This is an optimization exercise on Yosys and OpenROAD, whose aim is small area, not a production implementation. In this exercise RTL edits were held to simulation tests only and were not proved equivalent to the original. Power figures rest on the tool's default switching activity, not on a simulated workload.

==> job 8328: inputs <==
==> flow/design.v (excerpt) <==
module rx_descrambler (
	input  wire         clk,
	input  wire         rst_n,
	input  wire [2:0]   gen,
	input  wire         turn_off,
	input  wire [7:0]   rx_valid,
	input  wire [7:0]   rx_start_block,
	input  wire [23:0]  rx_status,
	input  wire [15:0]  rx_sync_header,
	input  wire [255:0] rx_data,
	input  wire [31:0]  rx_datak,
	output wire [7:0]   out_valid,
	output wire [15:0]  out_sync_header,
	output wire [255:0] out_data,
	output wire [31:0]  out_datak
);
==> flow/config.mk <==
export PLATFORM = sky130hd
export DESIGN_NAME = rx_descrambler
export DESIGN_NICKNAME = rx_descrambler
export VERILOG_FILES = /design/flow/design.v
export SDC_FILE = /design/flow/constraint.sdc
export NUM_CORES = 4
export LEC_CHECK = 0
export CAP_MARGIN = 20
export CORE_MARGIN = 2
export CORE_UTILIZATION = 40
export CTS_BUF_LIST = sky130_fd_sc_hd__clkbuf_4 sky130_fd_sc_hd__clkbuf_8
export SLEW_MARGIN = 20
export SYNTH_HIERARCHICAL = 1
export SYNTH_MINIMUM_KEEP_SIZE = 0
==> flow/constraint.sdc <==
create_clock -name core_clock -period 12.0 [get_ports {clk}]
set_input_delay 2.4000 -clock core_clock [delete_from_list [all_inputs] [get_ports {clk}]]
set_output_delay 2.4000 -clock core_clock [all_outputs]
set_load 0.01 [all_outputs]
standard.sh (not shown) runs the stock make flow with config.mk's settings and CLKGATE_MAP_FILE= SYNTH_SCRIPT=/design/flow/synth_recipe.tcl, a recipe that flattens the netlist after the stock synthesis.
==> flow/flow/run.sh <==
#!/bin/bash
# Layout flow: the standard flow (standard.sh, unchanged synthesis and
# steps) with the port buffers that global placement inserts made from the
# smallest buffer cell instead of ORFS's default choice.  Every input and
# output port still gets its own buffer.
set -euo pipefail
export BUFFER_PORTS_ARGS="-buffer_cell sky130_fd_sc_hd__buf_1"
bash standard.sh finish > flow_make.log 2>&1
==> job 361: changes against job 8328 <==
--- a/flow/design.v
+++ b/flow/design.v
@@ -21,15 +21,12 @@
 	wire mC = (gen == 3'd3);
 	wire mD = (gen == 3'd4) | (gen == 3'd5);
 	wire m12 = mA | mB;
 	wire mAD = mA | mD;
 	wire den0 = mA | mB | mC | mD;
 	wire den1 = mB | mC;
-	wire nden0 = ~den0;
-	wire nden1 = ~den1;
-	wire nden23 = ~mC;
 	reg started;
 	always @(posedge clk or negedge rst_n)
 		if (!rst_n) started <= 1'b0;
 		else started <= 1'b1;
 	genvar i;
 	generate
@@ -53,13 +50,13 @@
 					df_q <= df_n;
 					ef_q <= ef_n;
 					de_q <= de_n;
 				end
 			rx_lane #(.SEQ3(SEQ3[23*i +: 23]), .SEQ12(SEQ12)) u (
 				.started(started), .nstarted(~started), .turn_off(turn_off),
-				.mA(mA), .mB(mB), .mC(mC), .mD(mD), .m12(m12), .mAD(mAD), .den0(den0), .den1(den1), .nden0(nden0), .nden1(nden1), .nden23(nden23),
+				.mA(mA), .mB(mB), .mC(mC), .mD(mD), .m12(m12), .mAD(mAD), .den0(den0), .den1(den1),
 				.rx_valid(rx_valid[i]), .rx_start_block(rx_start_block[i]),
 				.rx_status(rx_status[3*i +: 3]), .rx_sync_header(rx_sync_header[2*i +: 2]),
 				.rx_data(rx_data[32*i +: 32]), .rx_datak(rx_datak[4*i +: 4]),
 				.sq_n(sq_n), .hq(hq), .df_q(df_q), .ef_q(ef_q), .de_q(de_q),
 				.sn_n(sn_n), .hq_n(hq_n), .df_n(df_n), .ef_n(ef_n), .de_n(de_n),
 				.out_valid(out_valid[i]), .out_sync_header(out_sync_header[2*i +: 2]),
@@ -67,13 +64,13 @@
 		end
 	endgenerate
 endmodule
 module rx_lane #(parameter [22:0] SEQ3 = 23'h0, parameter [22:0] SEQ12 = 23'h0) (
 	input  wire        started, nstarted,
 	input  wire        turn_off,
-	input  wire        mA, mB, mC, mD, m12, mAD, den0, den1, nden0, nden1, nden23,
+	input  wire        mA, mB, mC, mD, m12, mAD, den0, den1,
 	input  wire        rx_valid,
 	input  wire        rx_start_block,
 	input  wire [2:0]  rx_status,
 	input  wire [1:0]  rx_sync_header,
 	input  wire [31:0] rx_data,
 	input  wire [3:0]  rx_datak,
@@ -86,18 +83,19 @@
 	output wire        out_valid,
 	output wire [1:0]  out_sync_header,
 	output wire [31:0] out_data,
 	output wire [3:0]  out_datak
 );
 	wire z, nz, nzm, nzn;
-	wire en0, en1, en2, en3, hs0, hs1, nhs0, nhs1;
+	wire en2, en3, nen0, nen1, hs0, hs1, nden0, nden1, nden23;
 	lane_ctl ctl(.turn_off(turn_off), .started(started), .mB(mB), .mC(mC), .m12(m12), .den0(den0), .den1(den1),
 		.rx_valid(rx_valid), .rx_start_block(rx_start_block), .rx_status(rx_status), .rx_sync_header(rx_sync_header),
 		.rx_data(rx_data), .rx_datak(rx_datak), .df_q(df_q), .ef_q(ef_q), .de_q(de_q), .hf_n(hp[9:7]),
 		.df_n(df_n), .ef_n(ef_n), .de_n(de_n), .z(z), .nz(nz), .nzm(nzm), .nzn(nzn),
-		.en0(en0), .en1(en1), .en2(en2), .en3(en3), .hs0(hs0), .hs1(hs1), .nhs0(nhs0), .nhs1(nhs1),
+		.en2(en2), .en3(en3), .nen0(nen0), .nen1(nen1), .hs0(hs0), .hs1(hs1),
+		.nden0(nden0), .nden1(nden1), .nden23(nden23),
 		.out_valid(out_valid), .out_sync_header(out_sync_header), .out_datak(out_datak));
 	wire [22:0] s;
 	genvar j;
 	generate
 		for (j = 0; j < 23; j = j + 1) begin : gate
 			localparam B3 = SEQ3[j];
@@ -138,27 +136,28 @@
 			c_nor2 g(.a(sq_n[16+j]), .b(nstarted), .y(h[j]));
 		end
 	endgenerate
 	assign h[9:7] = {de_q, ef_q, df_q};
 	assign h[15:10] = hq;
 	assign hq_n = hp[15:10];
-	hold_byte b0(.d(rx_data[7:0]), .o(o[7:0]), .h(h[7:0]), .hs(hs0), .nhs(nhs0), .en(en0), .nden(nden0), .h_n(hp[7:0]), .out(out_data[7:0]));
-	hold_byte b1(.d(rx_data[15:8]), .o(o[15:8]), .h(h[15:8]), .hs(hs1), .nhs(nhs1), .en(en1), .nden(nden1), .h_n(hp[15:8]), .out(out_data[15:8]));
+	hold_byte b0(.d(rx_data[7:0]), .o(o[7:0]), .h(h[7:0]), .hs(hs0), .nen(nen0), .nden(nden0), .h_n(hp[7:0]), .out(out_data[7:0]));
+	hold_byte b1(.d(rx_data[15:8]), .o(o[15:8]), .h(h[15:8]), .hs(hs1), .nen(nen1), .nden(nden1), .h_n(hp[15:8]), .out(out_data[15:8]));
 	key_byte b2(.d(rx_data[23:16]), .o(o[23:16]), .en(en2), .nden(nden23), .out(out_data[23:16]));
 	key_byte b3(.d(rx_data[31:24]), .o(o[31:24]), .en(en3), .nden(nden23), .out(out_data[31:24]));
 endmodule
-module hold_byte (input wire [7:0] d, input wire [7:0] o, input wire [7:0] h, input wire hs, input wire nhs, input wire en, input wire nden,
+module hold_byte (input wire [7:0] d, input wire [7:0] o, input wire [7:0] h, input wire hs, input wire nen, input wire nden,
 	output wire [7:0] h_n, output wire [7:0] out);
 	genvar j;
 	generate
 		for (j = 0; j < 8; j = j + 1) begin : b
-			wire ken, x;
-			c_a22o g1(.a1(h[j]), .a2(hs), .b1(o[j]), .b2(nhs), .y(h_n[j]));
-			c_nand2 g2(.a(h_n[j]), .b(en), .y(ken));
-			c_xor2 g3(.a(d[j]), .b(ken), .y(x));
-			c_nor2 g4(.a(x), .b(nden), .y(out[j]));
+			wire kn, ke, x;
+			c_mux2i g1(.a0(o[j]), .a1(h[j]), .s(hs), .y(kn));
+			c_inv g2(.a(kn), .y(h_n[j]));
+			c_nor2 g3(.a(kn), .b(nen), .y(ke));
+			c_xnor2 g4(.a(d[j]), .b(ke), .y(x));
+			c_nor2 g5(.a(x), .b(nden), .y(out[j]));
 		end
 	endgenerate
 endmodule
 module key_byte (input wire [7:0] d, input wire [7:0] o, input wire en, input wire nden, output wire [7:0] out);
 	genvar j;
 	generate
@@ -179,30 +178,32 @@
 	input  wire [31:0] rx_data,
 	input  wire [3:0]  rx_datak,
 	input  wire        df_q, ef_q, de_q,
 	input  wire [2:0]  hf_n,	 
 	output wire        df_n, ef_n, de_n,
 	output wire        z, nz, nzm, nzn,
-	output wire        en0, en1, en2, en3,
-	output wire        hs0, hs1, nhs0, nhs1,
+	output wire        en2, en3, nen0, nen1,
+	output wire        hs0, hs1,
+	output wire        nden0, nden1, nden23,
 	output wire        out_valid,
 	output wire [1:0]  out_sync_header,
 	output wire [3:0]  out_datak
 );
 	localparam [7:0] COM = 8'hBC, SKP = 8'h1C, TS1 = 8'h1E, TS2 = 8'h2D, EIEOS = 8'h00;
 	wire [1:0] sh = rx_start_block ? rx_sync_header : 2'b00;
 	assign out_valid = (rx_status == 3'd0) & rx_valid;
 	assign out_sync_header = sh;
 	assign out_datak = rx_datak & {mC, mC, den1, den0};
+	assign nden0 = ~den0;
+	assign nden1 = ~den1;
+	assign nden23 = ~mC;
 	wire [7:0] d0 = rx_data[7:0], d1 = rx_data[15:8], d2 = rx_data[23:16], d3 = rx_data[31:24];
 	wire com = (d0 == COM) | (mB & (d1 == COM));
 	wire pr12 = turn_off | com;
 	assign hs0 = m12 & ~turn_off & (d0 == SKP);
 	assign hs1 = m12 & ~turn_off & (d1 == SKP);
-	assign nhs0 = ~hs0;
-	assign nhs1 = ~hs1;
 	wire [3:0] t1 = {mC & (d3 == TS1), mC & (d2 == TS1), mC & (d1 == TS1), d0 == TS1};
 	wire [3:0] t2 = {mC & (d3 == TS2), mC & (d2 == TS2), mC & (d1 == TS2), d0 == TS2};
 	wire any1 = |t1, any2 = |t2;
 	wire eie = (d0 == EIEOS) | (mC & ((d1 == EIEOS) | (d2 == EIEOS) | (d3 == EIEOS)));
 	wire isOs = (sh == 2'b10);
 	wire isData = (sh == 2'b01) | ((sh[1] == sh[0]) & df_q);
@@ -218,16 +219,17 @@
 	assign de_n = m12 ? hf_n[2] : |de;
 	wire pr = m12 ? pr12 : pr3;
 	assign z = pr | ~started;
 	assign nz = ~z;
 	assign nzm = ~(z & m12);
 	assign nzn = ~(z & ~m12);
-	assign en0 = m12 ? (~rx_datak[0] & ~turn_off) : de[0];
-	assign en1 = m12 ? (~rx_datak[1] & ~turn_off) : de[1];
-	assign en2 = de[2];
-	assign en3 = de[3];
+	wire [3:0] en = m12 ? (~rx_datak & {4{~turn_off}}) : de;
+	assign en2 = en[2];
+	assign en3 = en[3];
+	assign nen0 = ~en[0];
+	assign nen1 = ~en[1];
 endmodule
 module kstream (input wire [22:0] s, output wire [54:23] o, output wire [31:16] p);
 	wire [158:0] x;
 	c_xor2 g0 (.a(s[0]), .b(s[5]), .y(x[0]));
 	c_xor2 g1 (.a(s[1]), .b(s[6]), .y(x[1]));
 	c_xor2 g2 (.a(s[7]), .b(s[8]), .y(x[2]));
@@ -439,12 +441,11 @@
 module c_inv   (input wire a, output wire y); assign y = ~a; endmodule
 module c_nand2 (input wire a, input wire b, output wire y); assign y = ~(a & b); endmodule
 module c_nor2  (input wire a, input wire b, output wire y); assign y = ~(a | b); endmodule
 module c_and2  (input wire a, input wire b, output wire y); assign y = a & b; endmodule
 module c_xor2  (input wire a, input wire b, output wire y); assign y = a ^ b; endmodule
 module c_xnor2 (input wire a, input wire b, output wire y); assign y = ~(a ^ b); endmodule
-module c_a22o  (input wire a1, input wire a2, input wire b1, input wire b2, output wire y); assign y = (a1 & a2) | (b1 & b2); endmodule
 module c_mux2i (input wire a0, input wire a1, input wire s, output wire y); assign y = ~(s ? a1 : a0); endmodule
 module c_o21ai (input wire a1, input wire a2, input wire b1, output wire y); assign y = ~((a1 | a2) & b1); endmodule
 module c_a222oi (input wire a1, input wire a2, input wire b1, input wire b2, input wire c1, input wire c2, output wire y);
 	assign y = ~((a1 & a2) | (b1 & b2) | (c1 & c2));
 endmodule
==> flow/run.sh (new file) <==
#!/bin/bash
# synth_recipe.tcl (not shown) runs the flow's synth.tcl, then flattens the netlist and writes it again
# the make line also repeats each setting of config.mk as NAME=value (left out here)
make -C /OpenROAD-flow-scripts/flow DESIGN_CONFIG=/design/flow/config.mk WORK_HOME=/design/flow/orfs CLKGATE_MAP_FILE= SYNTH_SCRIPT=/design/flow/synth_recipe.tcl finish
- CTS_BUF_LIST: sky130_fd_sc_hd__clkbuf_4 sky130_fd_sc_hd__clkbuf_8 -> default
removed: flow/flow/run.sh
removed: flow/standard.sh
==> summary.txt <==
Synthesized area per cell: job 8328 8.04 sq um; job 361 7.99 sq um
Worst path slowest cell: job 8328 sky130_fd_sc_hd__o21ai_1; job 361 sky130_fd_sc_hd__xor2_1
Detailed route wirelength on metal2: job 8328 60,100 microns; job 361 64,000 microns
Int Pwr: job 8328 4.63 mW; job 361 5.00 mW
Count of TritonRoute iterations in the first routing pass: job 8328 10; job 361 13
Maximum number of pins on one net before global-route repair: job 8328 81; job 361 70
Switching share of power: job 8328 0.548; job 361 0.530
Run status: job 8328 complete, no violations; job 361 complete, no violations
Portion of total power attributed to combinational logic: job 8328 0.772; job 361 0.769
Area taken by multi-input logic gates: job 8328 25,200 sq um; job 361 25,300 sq um
Portion of the clock cycle consumed by the worst path in the final layout: job 8328 0.918; job 361 0.921
Number of buffers and inverters on the critical path: job 8328 4; job 361 5
Wire length on met1: job 8328 57,400 microns; job 361 61,000 microns
Clock tree skew after final layout: job 8328 52.9 ps; job 361 14.1 ps
Instance count of the mapped netlist: job 8328 4,226; job 361 4,302
Cell total after placement: job 8328 5,731; job 361 5,867
Layout cells sized above 1: job 8328 0.0680; job 361 0.0718
Crit path to: job 8328 out_data[190]; job 361 out_data[91]
Initial antenna violation count: job 8328 22; job 361 4
Routed len/inst: job 8328 23.6 microns; job 361 24.0 microns

==> ember: inputs <==
rx_descrambler, a different RTL version from the one above (not shown whole).
clock: 12.0 ns
lec_check: 0
cap_margin: 0
core_margin: 2
core_utilization: 40
cts_buf_list: sky130_fd_sc_hd__clkbuf_4
slew_margin: 0
synth_hierarchical: 1
synth_minimum_keep_size: 0
==> flow/flow/run.sh <==
#!/bin/bash
# Layout flow: the standard flow (standard.sh, unchanged synthesis and
# steps) with these changes to how the layout is made:
#  - the port buffers that global placement inserts use the smallest buffer
#    cell instead of ORFS's default choice (every port still gets a buffer);
#  - timing-driven global placement does not keep the buffers its trial
#    repairs insert (later repair steps still fix slew, load and timing);
#  - clock tree synthesis inserts no dummy load cells.
set -euo pipefail
export BUFFER_PORTS_ARGS="-buffer_cell sky130_fd_sc_hd__buf_1"
export GPL_KEEP_OVERFLOW=0
export CTS_ARGS="-sink_clustering_enable -repair_clock_nets -buf_list sky130_fd_sc_hd__clkbuf_4 -dont_use_dummy_load"
bash standard.sh finish > flow_make.log 2>&1
==> willow (differences from ember) <==
--- a/flow/design.v
+++ b/flow/design.v
@@ -30,15 +30,14 @@
 	wire den1 = mB | mC;
 	wire nden0 = ~den0;
 	wire nden1 = ~den1;
 	wire nden23 = ~mC;
 	wire nm12 = ~m12;
 	wire gto = m12 & ~turn_off;
-	wire ngA, gB, m12z, nm12z, mBz;
-	zmode u_zm(.gen(gen), .turn_off(turn_off), .started(started),
-		.m12(m12z), .nm12(nm12z), .mB(mBz), .ngA(ngA), .gB(gB));
+	wire ngA = ~(m12 & (~started | turn_off));
+	wire gB = ~m12 & ~started;
 	genvar i;
 	generate
 		for (i = 0; i < 8; i = i + 1) begin : lane
 			reg [22:0] sq_n;	 
 			reg [5:0] hq;
 			reg df_q, ef_q, de_q;	 
@@ -58,35 +57,27 @@
 					df_q <= df_n;
 					ef_q <= ef_n;
 					de_q <= de_n;
 				end
 			rx_lane #(.SEQ3(SEQ3[23*i +: 23]), .SEQ12(SEQ12)) u (
 				.started(started), .nstarted(~started), .turn_off(turn_off),
-				.nmA_g(~mA), .nmB_g(~mB), .nmC_g(nden23), .nmD_g(~mD), .nm12_g(nm12), .nmAD_g(~mAD), .den0(den0), .den1(den1), .mC_g(mC), .nm12(nm12), .gto(gto), .ngA(ngA), .gB(gB), .m12z(m12z), .nm12z(nm12z), .mBz(mBz),
+				.mA(mA), .mB(mB), .mC(mC), .mD(mD), .m12(m12), .mAD(mAD), .den0(den0), .den1(den1), .nden0(nden0), .nden1(nden1), .nden23(nden23), .nm12(nm12), .gto(gto), .ngA(ngA), .gB(gB),
 				.rx_valid(rx_valid[i]), .rx_start_block(rx_start_block[i]),
 				.rx_status(rx_status[3*i +: 3]), .rx_sync_header(rx_sync_header[2*i +: 2]),
 				.rx_data(rx_data[32*i +: 32]), .rx_datak(rx_datak[4*i +: 4]),
 				.sq_n(sq_n), .hq(hq), .df_q(df_q), .ef_q(ef_q), .de_q(de_q),
 				.sn_n(sn_n), .hq_n(hq_n), .df_n(df_n), .ef_n(ef_n), .de_n(de_n),
 				.out_valid(out_valid[i]), .out_sync_header(out_sync_header[2*i +: 2]),
 				.out_data(out_data[32*i +: 32]), .out_datak(out_datak[4*i +: 4]));
 		end
 	endgenerate
 endmodule
-module zmode (input wire [2:0] gen, input wire turn_off, input wire started,
-	output wire m12, output wire nm12, output wire mB, output wire ngA, output wire gB);
-	assign m12 = ~gen[2] & (gen[1] ^ gen[0]);
-	assign nm12 = ~m12;
-	assign mB = ~gen[2] & gen[1] & ~gen[0];
-	assign ngA = ~(m12 & (~started | turn_off));
-	assign gB = ~m12 & ~started;
-endmodule
 module rx_lane #(parameter [22:0] SEQ3 = 23'h0, parameter [22:0] SEQ12 = 23'h0) (
 	input  wire        started, nstarted,
 	input  wire        turn_off,
-	input  wire        nmA_g, nmB_g, nmC_g, nmD_g, nm12_g, nmAD_g, mC_g, den0, den1, nm12, gto, ngA, gB, m12z, nm12z, mBz,
+	input  wire        mA, mB, mC, mD, m12, nm12, mAD, den0, den1, nden0, nden1, nden23, gto, ngA, gB,
 	input  wire        rx_valid,
 	input  wire        rx_start_block,
 	input  wire [2:0]  rx_status,
 	input  wire [1:0]  rx_sync_header,
 	input  wire [31:0] rx_data,
 	input  wire [3:0]  rx_datak,
@@ -98,26 +89,15 @@
 	output wire        df_n, ef_n, de_n,
 	output wire        out_valid,
 	output wire [1:0]  out_sync_header,
 	output wire [31:0] out_data,
 	output wire [3:0]  out_datak
 );
-	wire mA, mB, mC, mD, m12, mAD, nden0, nden1, nden23;
-	c_inv gmA(.a(nmA_g), .y(mA));
-	c_inv gmB(.a(nmB_g), .y(mB));
-	c_inv gmC(.a(nmC_g), .y(mC));
-	c_inv gmD(.a(nmD_g), .y(mD));
-	c_inv gm12(.a(nm12_g), .y(m12));
-	c_inv gmAD(.a(nmAD_g), .y(mAD));
-	c_inv gnd0(.a(den0), .y(nden0));
-	c_inv gnd1(.a(den1), .y(nden1));
-	c_inv gnd23(.a(mC_g), .y(nden23));
 	wire z, nz, nzm, nzn;
 	wire en0, en1, en2, en3, hs0, hs1, nhs0, nhs1;
 	lane_ctl ctl(.mB(mB), .mC(mC), .nmC(nden23), .m12(m12), .nm12(nm12), .den0(den0), .den1(den1), .gto(gto), .ngA(ngA), .gB(gB),
-		.m12z(m12z), .nm12z(nm12z), .mBz(mBz),
 		.rx_valid(rx_valid), .rx_start_block(rx_start_block), .rx_status(rx_status), .rx_sync_header(rx_sync_header),
 		.rx_data(rx_data), .rx_datak(rx_datak), .df_q(df_q), .ef_q(ef_q), .de_q(de_q), .hf_n(hp[9:7]),
 		.df_n(df_n), .ef_n(ef_n), .de_n(de_n), .z(z), .nz(nz), .nzm(nzm), .nzn(nzn),
 		.en0(en0), .en1(en1), .en2(en2), .en3(en3), .hs0(hs0), .hs1(hs1), .nhs0(nhs0), .nhs1(nhs1),
 		.out_valid(out_valid), .out_sync_header(out_sync_header), .out_datak(out_datak));
 	wire [22:0] s;
@@ -196,13 +176,12 @@
 endmodule
 module lane_ctl (
 	input  wire        mB, mC, nmC, m12, nm12, den0, den1,
 	input  wire        gto,	 
 	input  wire        ngA,	 
 	input  wire        gB,	 
-	input  wire        m12z, nm12z, mBz,	 
 	input  wire        rx_valid,
 	input  wire        rx_start_block,
 	input  wire [2:0]  rx_status,
 	input  wire [1:0]  rx_sync_header,
 	input  wire [31:0] rx_data,
 	input  wire [3:0]  rx_datak,
@@ -279,16 +258,16 @@
 	assign en2 = de[2];
 	assign en3 = de[3];
 	c_a22o gf0(.a1(m12), .a2(hf_n[0]), .b1(nm12), .b2(isData), .y(df_n));
 	c_a22o gf1(.a1(m12), .a2(hf_n[1]), .b1(nm12), .b2(ef3), .y(ef_n));
 	c_a21o gf2(.a1(m12), .a2(hf_n[2]), .b1(de3), .y(de_n));
 	wire n1, n2;
-	c_nand2 gz1(.a(m12z), .b(com0), .y(n1));
-	c_nand2 gz2(.a(mBz), .b(com1), .y(n2));
+	c_nand2 gz1(.a(m12), .b(com0), .y(n1));
+	c_nand2 gz2(.a(mB), .b(com1), .y(n2));
 	c_and3 gz3(.a(n1), .b(n2), .c(ngA), .y(nzm));
-	c_a31oi gz4(.a1(nm12z), .a2(isIn), .a3(ef_q), .b1(gB), .y(nzn));
+	c_a31oi gz4(.a1(nm12), .a2(isIn), .a3(ef_q), .b1(gB), .y(nzn));
 	c_nand2 gz5(.a(nzm), .b(nzn), .y(z));
 	c_and2 gz6(.a(nzm), .b(nzn), .y(nz));
 endmodule
 module det5 (input wire [7:0] d, output wire com, output wire skp, output wire nt1, output wire nt2, output wire zr);
 	assign com = (d == 8'hBC);
 	assign skp = (d == 8'h1C);
==> flow/config.mk (replaced) <==
export PLATFORM = sky130hd
export DESIGN_NAME = rx_descrambler
export DESIGN_NICKNAME = rx_descrambler
export VERILOG_FILES = /design/flow/design.v
export SDC_FILE = /design/flow/constraint.sdc
export NUM_CORES = 4
export LEC_CHECK = 0
export CAP_MARGIN = 20
export CORE_MARGIN = 2
export CORE_UTILIZATION = 40
export CTS_BUF_LIST = sky130_fd_sc_hd__clkbuf_4
export SLEW_MARGIN = 20
export SYNTH_HIERARCHICAL = 1
export SYNTH_MINIMUM_KEEP_SIZE = 0
==> cedar (differences from ember) <==
--- a/flow/design.v
+++ b/flow/design.v
@@ -58,13 +58,13 @@
 					df_q <= df_n;
 					ef_q <= ef_n;
 					de_q <= de_n;
 				end
 			rx_lane #(.SEQ3(SEQ3[23*i +: 23]), .SEQ12(SEQ12)) u (
 				.started(started), .nstarted(~started), .turn_off(turn_off),
-				.nmA_g(~mA), .nmB_g(~mB), .nmC_g(nden23), .nmD_g(~mD), .nm12_g(nm12), .nmAD_g(~mAD), .den0(den0), .den1(den1), .mC_g(mC), .nm12(nm12), .gto(gto), .ngA(ngA), .gB(gB), .m12z(m12z), .nm12z(nm12z), .mBz(mBz),
+				.mA(mA), .mB(mB), .mC(mC), .mD(mD), .m12(m12), .mAD(mAD), .den0(den0), .den1(den1), .nden0(nden0), .nden1(nden1), .nden23(nden23), .nm12(nm12), .gto(gto), .ngA(ngA), .gB(gB), .m12z(m12z), .nm12z(nm12z), .mBz(mBz),
 				.rx_valid(rx_valid[i]), .rx_start_block(rx_start_block[i]),
 				.rx_status(rx_status[3*i +: 3]), .rx_sync_header(rx_sync_header[2*i +: 2]),
 				.rx_data(rx_data[32*i +: 32]), .rx_datak(rx_datak[4*i +: 4]),
 				.sq_n(sq_n), .hq(hq), .df_q(df_q), .ef_q(ef_q), .de_q(de_q),
 				.sn_n(sn_n), .hq_n(hq_n), .df_n(df_n), .ef_n(ef_n), .de_n(de_n),
 				.out_valid(out_valid[i]), .out_sync_header(out_sync_header[2*i +: 2]),
@@ -80,13 +80,13 @@
 	assign ngA = ~(m12 & (~started | turn_off));
 	assign gB = ~m12 & ~started;
 endmodule
 module rx_lane #(parameter [22:0] SEQ3 = 23'h0, parameter [22:0] SEQ12 = 23'h0) (
 	input  wire        started, nstarted,
 	input  wire        turn_off,
-	input  wire        nmA_g, nmB_g, nmC_g, nmD_g, nm12_g, nmAD_g, mC_g, den0, den1, nm12, gto, ngA, gB, m12z, nm12z, mBz,
+	input  wire        mA, mB, mC, mD, m12, nm12, mAD, den0, den1, nden0, nden1, nden23, gto, ngA, gB, m12z, nm12z, mBz,
 	input  wire        rx_valid,
 	input  wire        rx_start_block,
 	input  wire [2:0]  rx_status,
 	input  wire [1:0]  rx_sync_header,
 	input  wire [31:0] rx_data,
 	input  wire [3:0]  rx_datak,
@@ -98,22 +98,12 @@
 	output wire        df_n, ef_n, de_n,
 	output wire        out_valid,
 	output wire [1:0]  out_sync_header,
 	output wire [31:0] out_data,
 	output wire [3:0]  out_datak
 );
-	wire mA, mB, mC, mD, m12, mAD, nden0, nden1, nden23;
-	c_inv gmA(.a(nmA_g), .y(mA));
-	c_inv gmB(.a(nmB_g), .y(mB));
-	c_inv gmC(.a(nmC_g), .y(mC));
-	c_inv gmD(.a(nmD_g), .y(mD));
-	c_inv gm12(.a(nm12_g), .y(m12));
-	c_inv gmAD(.a(nmAD_g), .y(mAD));
-	c_inv gnd0(.a(den0), .y(nden0));
-	c_inv gnd1(.a(den1), .y(nden1));
-	c_inv gnd23(.a(mC_g), .y(nden23));
 	wire z, nz, nzm, nzn;
 	wire en0, en1, en2, en3, hs0, hs1, nhs0, nhs1;
 	lane_ctl ctl(.mB(mB), .mC(mC), .nmC(nden23), .m12(m12), .nm12(nm12), .den0(den0), .den1(den1), .gto(gto), .ngA(ngA), .gB(gB),
 		.m12z(m12z), .nm12z(nm12z), .mBz(mBz),
 		.rx_valid(rx_valid), .rx_start_block(rx_start_block), .rx_status(rx_status), .rx_sync_header(rx_sync_header),
 		.rx_data(rx_data), .rx_datak(rx_datak), .df_q(df_q), .ef_q(ef_q), .de_q(de_q), .hf_n(hp[9:7]),
==> flow/config.mk (replaced) <==
export PLATFORM = sky130hd
export DESIGN_NAME = rx_descrambler
export DESIGN_NICKNAME = rx_descrambler
export VERILOG_FILES = /design/flow/design.v
export SDC_FILE = /design/flow/constraint.sdc
export NUM_CORES = 4
export LEC_CHECK = 0
export CAP_MARGIN = 5
export CORE_MARGIN = 2
export CORE_UTILIZATION = 40
export CTS_BUF_LIST = sky130_fd_sc_hd__clkbuf_4
export SLEW_MARGIN = 5
export SYNTH_HIERARCHICAL = 1
export SYNTH_MINIMUM_KEEP_SIZE = 0
==> comparison table <==
item	cedar	ember	willow
Outcome	finished clean	finished clean	finished clean
Number of ordinary inverters in the final layout	43	114	43
Power share of the combinational group	82.4%	82.4%	82.3%
ClkCell Share	1.809%	1.758%	1.756%
Worst-case vdd ir drop	0.0001267 V	0.0001607 V	0.0001198 V
Share of the synthesized netlist area taken by xor and xnor gates	39.60%	39.29%	39.62%
Leakage	14.95 nW	15.19 nW	15.05 nW
Total area of multi-input combinational cells	24,470 sq um	24,420 sq um	24,490 sq um
Post-CTS Setup Inserts	0	0	3
End point of the most critical hold path	lane[1].hq[3]	lane[1].hq[2]	lane[5].hq[2]
Pre-CTS WS	0.9348 ns	1.531 ns	-0.02213 ns
Slew at the pin closest to its max-slew limit	1.311 ns	1.302 ns	1.196 ns
Number of global-route vias before repair	30,640	30,720	30,950
Clock latency of the later-clocked register in the worst-skew pair	0.85 ns	0.84 ns	0.81 ns
Initial antenna violation count	11	15	13
Area growth from synthesis to final layout	7.051%	5.463%	7.658%
Internal power summed over all cells	4.974 mW	4.950 mW	4.975 mW
Clock transition at the register clock pins on the worst setup and hold paths after CTS	0.05 ns	0.04 ns	0.05 ns
Iter 0 DRT Violations	3,901	4,097	3,876
Capturing element of the worst setup path	out_data[251]	out_data[221]	out_data[221]

-- port drivers added, routing unchanged --
The flow's constraints put no driver on any port. The routed layouts listed below were extracted and timed again, unchanged, in two steps. Step 1 assumes that a clkbuf_16 drives the clock port and a buf_2 every other input. Step 2, shift: input delay + t, output delay - t, t = (earliest + latest rising clock arrival at the registers) / 2. This alone moves slack from input paths to output paths. Slacks: ideal / step 1 / step 2; pairs: ideal / step 1.
run | t, ns | setup WS [ns] | hold slack, ns | worst setup path at the end | worst data-port slew with drivers (ns)
job 8328 | 0.704 | 0.982 / 0.935 / 0.935 | 0.513 / 0.513 / 0.513 | input to output | 0.22
job 361 | 0.619 | 0.952 / 0.922 / 0.922 | 0.481 / 0.481 / 0.481 | input to output | 0.15
ember | 0.841 | 1.358 / 1.287 / 1.287 | 0.509 / 0.509 / 0.509 | input to output | 0.15
willow | 0.845 | 0.475 / 0.386 / 0.386 | 0.505 / 0.505 / 0.505 | input to output | 0.14
cedar | 0.847 | 0.663 / 0.626 / 0.626 | 0.510 / 0.510 / 0.510 | input to output | 0.15
After both steps setup and hold are still met in every run listed. The setup slack of willow, which loses most, moves by -0.089 ns with the drivers and by -0.089 ns with both steps.
